Background: an optimization exercise with open tools, aiming at small area. Do not read the settings as production practice.
The RTL was checked by simulation tests, not by an equivalence proof against the original design.

==> flow/design.v, too long to show whole: its modules and the start of the top module <==
// module eeg_filter_chain: 5179 lines
// module eeg_fa: 10 lines
module eeg_filter_chain(
    input                   clk,
    input                   rst,
    input                   en,
    input   signed [31:0]   in_signal,
    output  signed [31:0]   out_signal,
    output                  valid
    );
  // ...
==> flow/run.sh <==
#!/bin/bash
# synth_recipe.tcl (not shown) runs the flow's synth.tcl, then flattens the netlist and writes it again
# the make line also repeats each setting of config.mk as NAME=value (left out here)
make -C /OpenROAD-flow-scripts/flow DESIGN_CONFIG=/design/flow/config.mk WORK_HOME=/design/flow/orfs CLKGATE_MAP_FILE= SYNTH_SCRIPT=/design/flow/synth_recipe.tcl finish
==> flow/config.mk <==
export PLATFORM = sky130hd
export DESIGN_NAME = eeg_filter_chain
export DESIGN_NICKNAME = eeg_filter_chain
export VERILOG_FILES = /design/flow/design.v
export SDC_FILE = /design/flow/constraint.sdc
export NUM_CORES = 4
export LEC_CHECK = 0
export CAP_MARGIN = 20
export CORE_MARGIN = 2
export CORE_UTILIZATION = 40
export PLACE_DENSITY = 0.55
export SLEW_MARGIN = 20
export SYNTH_HIERARCHICAL = 1
export SYNTH_MINIMUM_KEEP_SIZE = 0
==> flow/constraint.sdc <==
create_clock -name core_clock -period 18.0 [get_ports {clk}]
set_input_delay 3.6000 -clock core_clock [delete_from_list [all_inputs] [get_ports {clk}]]
set_output_delay 3.6000 -clock core_clock [all_outputs]
set_load 0.01 [all_outputs]
==> notes.md, run 1 <==
status complete, no violations; Worst Reg-to-Reg Cells 48; Net count, final 10.81k; count leader, synth dfxtp_1; HPWL Detailed 191900 µm; CP top delay family adder cells; cts hold-fix bufs 0; # resized after CTS 0; hold path endpoint win[3021]; area grow syn2layout 15.32%; GR Util All Layers 14.65%; Hold Violations, Final 0; MaxCap Viol Count 0; Placed Instance Area 0.1545 mm²; Reg clk slew, reported paths 60 ps; Die Y 611.4 µm; Achievable Freq 68.86 MHz; ant diodes 9; Rows 223; Syn Std Cell Area 0.1476 mm²; Initial DRC Count 2261; total CTS buffers 465; clk buf depth 4; initial antenna violation count 7; critical path class flip-flop to flip-flop; Tapcells 4837; TritonRoute pass-1 iters 5; # setup viols final 0; comb_multi_in 2516; WP buf/inv 2; met2 wire length 125400 µm; Clock Sinks 5090; worst setup margin 3477 ps; drt wl/cell 18.87 µm; Die Wd 611.4 µm; GR Util met3 2.569%; CP Capture Point f0[31]; num sequential 5090; Hold Crit Class flip-flop to flip-flop
==> inputs of run 2 (changes only) <==
==> flow/flow/run.sh (new file) <==
#!/bin/bash
# Own flow: the standard layout (standard.sh, unchanged synthesis and
# steps), with clock-tree synthesis run without dummy loads and with
# mid-size clock buffers in clusters of at most 18 flip-flops.
set -euo pipefail
export CTS_ARGS="-sink_clustering_enable -repair_clock_nets -dont_use_dummy_load -buf_list sky130_fd_sc_hd__clkbuf_8 -sink_clustering_size 18 -sink_clustering_max_diameter 60"
bash standard.sh > standard_make.log 2>&1
==> flow/standard.sh (new file) <==
#!/bin/bash
# synth_recipe.tcl (not shown) runs the flow's synth.tcl, then flattens the netlist and writes it again
# the make line also repeats each setting of config.mk as NAME=value (left out here)
make -C /OpenROAD-flow-scripts/flow DESIGN_CONFIG=/design/flow/config.mk WORK_HOME=/design/flow/orfs CLKGATE_MAP_FILE= SYNTH_SCRIPT=/design/flow/synth_recipe.tcl "${@:-finish}"
removed: flow/run.sh
==> run 2 against run 1 <==
Net effect:
- final cell count decreased by 3.5%
- via count decreased by 2.6%
- fmax grew 0.42%
- hold slack improved by 23 ps
- core utilization fell by 2.9 points
- global-route usage fell by 0.24 points
- critical endpoint unchanged
==> notes.md, run 2 <==
CP max stage delay 880 ps; Post-synth top cells dfxtp_1, fa_1, inv_1, and2_1, ha_1; Placed Instance Area 0.1545 mm² (unchanged); # setup viols final 0 (unchanged); Non-Filler Instances 13.40k; count leader, synth dfxtp_1; Initial DRC Count 2209 (-2.3%); Post-synth EDFFs 0; worst clock skew 110.2 ps; Yosys top cell area share 69.04%; Sum Neg Setup Slack 0 ps; total CTS buffers 358 (-23%); first-pass GRT wire length 400500 µm; biggest registers after layout win (4032), fline (736), fcs (48); Rows 223 (unchanged); max reg flops 4032; worst setup margin 3537 ps (+60.54 ps); DRC Markers 0; critical path class flip-flop to flip-flop; most common cell after layout, fill and taps aside dfxtp_1; largest net degree at the start of global routing 151; Netlist cell types 39; GR Util All Layers 14.41% (-0.24 points); GP Congestion 0.8679; worst-path fanout max 8; PortBufs 67; Achievable Freq 69.14 MHz (+0.42%); time the worst path needs with I/O delays and setup 14460 ps; multi-input logic area 0.04373 mm²; DR vias 55.01k; clock latency (worst-skew pair) 990 ps; post-CTS setup buffers 0; cts hold-fix bufs 0 (unchanged); share of synthesized registers carrying an async set or reset 0%; cell taking the most area after synthesis dfxtp_1; Syn Nets 10.28k; Reg clk slew, reported paths 100 ps (+40 ps); Initial Util 40.10%; layout cells sized above 1 4.735%; final WL 257600 µm; worst slack at placement 3194 ps; MaxCap Viol Count 0 (unchanged); Mean Syn Cell Area 18.15 µm²; HPWL Detailed 191900 µm (unchanged); TritonRoute pass-1 iters 4 (-1); Root Buffer clkbuf_8; boundary pin count 68; Rel. slew slack 26.44%; Die Y 611.4 µm (unchanged); FF+latch count, synth 5090; largest reg by FF count win; Final Instance Area 0.1594 mm²; Hold Violations, Final 0 (unchanged); Die Footprint 0.3739 mm²; Worst Path Required 18920 ps; core area 0.3680 mm²; leading cell types in the layout, fill and taps excluded dfxtp_1, fa_1, inv_1, clkbuf_8, and2_1; CTS tree yes; # resized after CTS 0 (unchanged); vias in the first global route 64.86k; slew of the pin with the lowest slew margin 1093 ps; fin. max-slew vios 0; fill count 32.12k; crit path DAT 15380 ps; post-synthesis sequential area ratio 69.04%; area grow syn2layout 8.008%; most used cell, CP ha_1; Sequential Area 0.1019 mm²; DP Cell Count 13.03k; Net count, final 10.71k (-0.99%); DR vias/cell 4.105; status complete, no violations; Cells after Synth 8132; Routed Antenna Nets 0; hold depth 0; drt wl/cell 19.22 µm (+1.9%); Syn. warnings 7; slowest CP cell dfxtp_1; startpoint types flip-flop; period utilization 80.35%; RSZ-0062 raised after global routing false; grt ovf 0; Syn Std Cell Area 0.1476 mm² (unchanged); clk buf depth 4 (unchanged); Worst Reg-to-Reg Cells 48 (unchanged); Crit. End Element flip-flop; ys flop type dfxtp_1; H-tree depth 5; Hold Crit Class flip-flop to flip-flop; Die Wd 611.4 µm (unchanged); initial antenna violation count 9 (+2); Clock Sinks 5090 (unchanged); Synth area leaders dfxtp_1, fa_1, ha_1
==> run 2: worst max-delay path, delay by kind of cell (launching register included) <==
| family | cells | cell delay (ps) |
|---|---|---|
| adder cells (fa/ha/maj) | 42 | 12390 |
| buffers and inverters | 2 | 110 |
| AO/OA/AOI/OAI | 1 | 330 |
| flip-flops | 1 | 880 |
| AND/OR/NAND/NOR | 3 | 690 |
==> run 2: area by class of cell <==
type,count,share of cell area [%]
Clock buffer,358,3.091
Sequential cell,5090,63.92
Antenna cell,10,0.01570
Tap cell,4837,3.796
Multi-Input combinational cell,2516,27.43
Timing Repair Buffer,105,0.6075
Inverter,484,1.140
==> run 2: stage by stage <==
step	util (%)	hold WS, ps
global route	43.31	234.1
finish	43.32	246.4
detailed placement	41.97	312.1
CTS	43.31	229.9
global placement	41.97	309.7
floorplan	-	309.6
==> run 2: modules after synthesis, one instance, submodules excluded <==
module | cell area (µm²) | cells | copies in the design | flip-flops and latches
eeg_fa | 20.02 | 1 | 1961 | 0
eeg_filter_chain | 108300 | 6171 | 1 | 5090
==> run 2: worst paths after layout <==
kind	from	endpoint	slack, ps
setup / recovery	u1[2]	f0[31]	3540
hold / removal	win[3605]	win[3637]	250
setup reg to reg	u1[2]	f0[31]	3540
hold reg to reg	win[3605]	win[3637]	250
==> run 2: cells by family after synthesis <==
family / share of synthesized area (%)
DFF: 69.04
AOI/OAI and AO/OA: 0.2458
buffers and inverters: 1.348
adders and majority gates: 27.92
and+or+nand+nor: 1.408
xor gates and xnor gates: 0.04154
==> run 2: routing by layer <==
layer / vias to the layer above / wire [µm] / track usage, %
met5: - / 34 / 0
met4: 6 / 7104 / 3.920
met3: 416 / 9840 / 2.374
met2: 748 / 122500 / 23.78
met1: 28756 / 118100 / 19.70
li1: 25084 / - / -

separate check: timing with driven ports:
Ports are ideal in the flow. The routed layouts listed here were re-timed in OpenROAD. Step 1 assumes that a clkbuf_16 drives the clock port and a buf_2 every other input. Step 2, shift: input delay + t, output delay - t, t = (earliest + latest rising clock arrival at the registers) / 2. This alone moves slack from input paths to output paths. Slacks: ideal ports / drivers / drivers and shift; pairs: ideal ports / drivers.
run | shift t [ns] | setup WS [ns] | latest minus earliest clock arrival (ns) | slew at the worst register clock pin (ns) | cell pins on the clock port's net
run 1 | 1.016 | 3.477 / 3.477 / 3.282 | 0.116 / 0.115 | 0.07 / 0.07 | 1
run 2 | 1.062 | 3.537 / 3.537 / 3.337 | 0.177 / 0.177 | 0.11 / 0.11 | 1
After both steps every run listed still meets setup and hold. For run 2, which loses most, drivers alone change the setup slack by 0.000 ns; drivers and shift together by -0.200 ns.
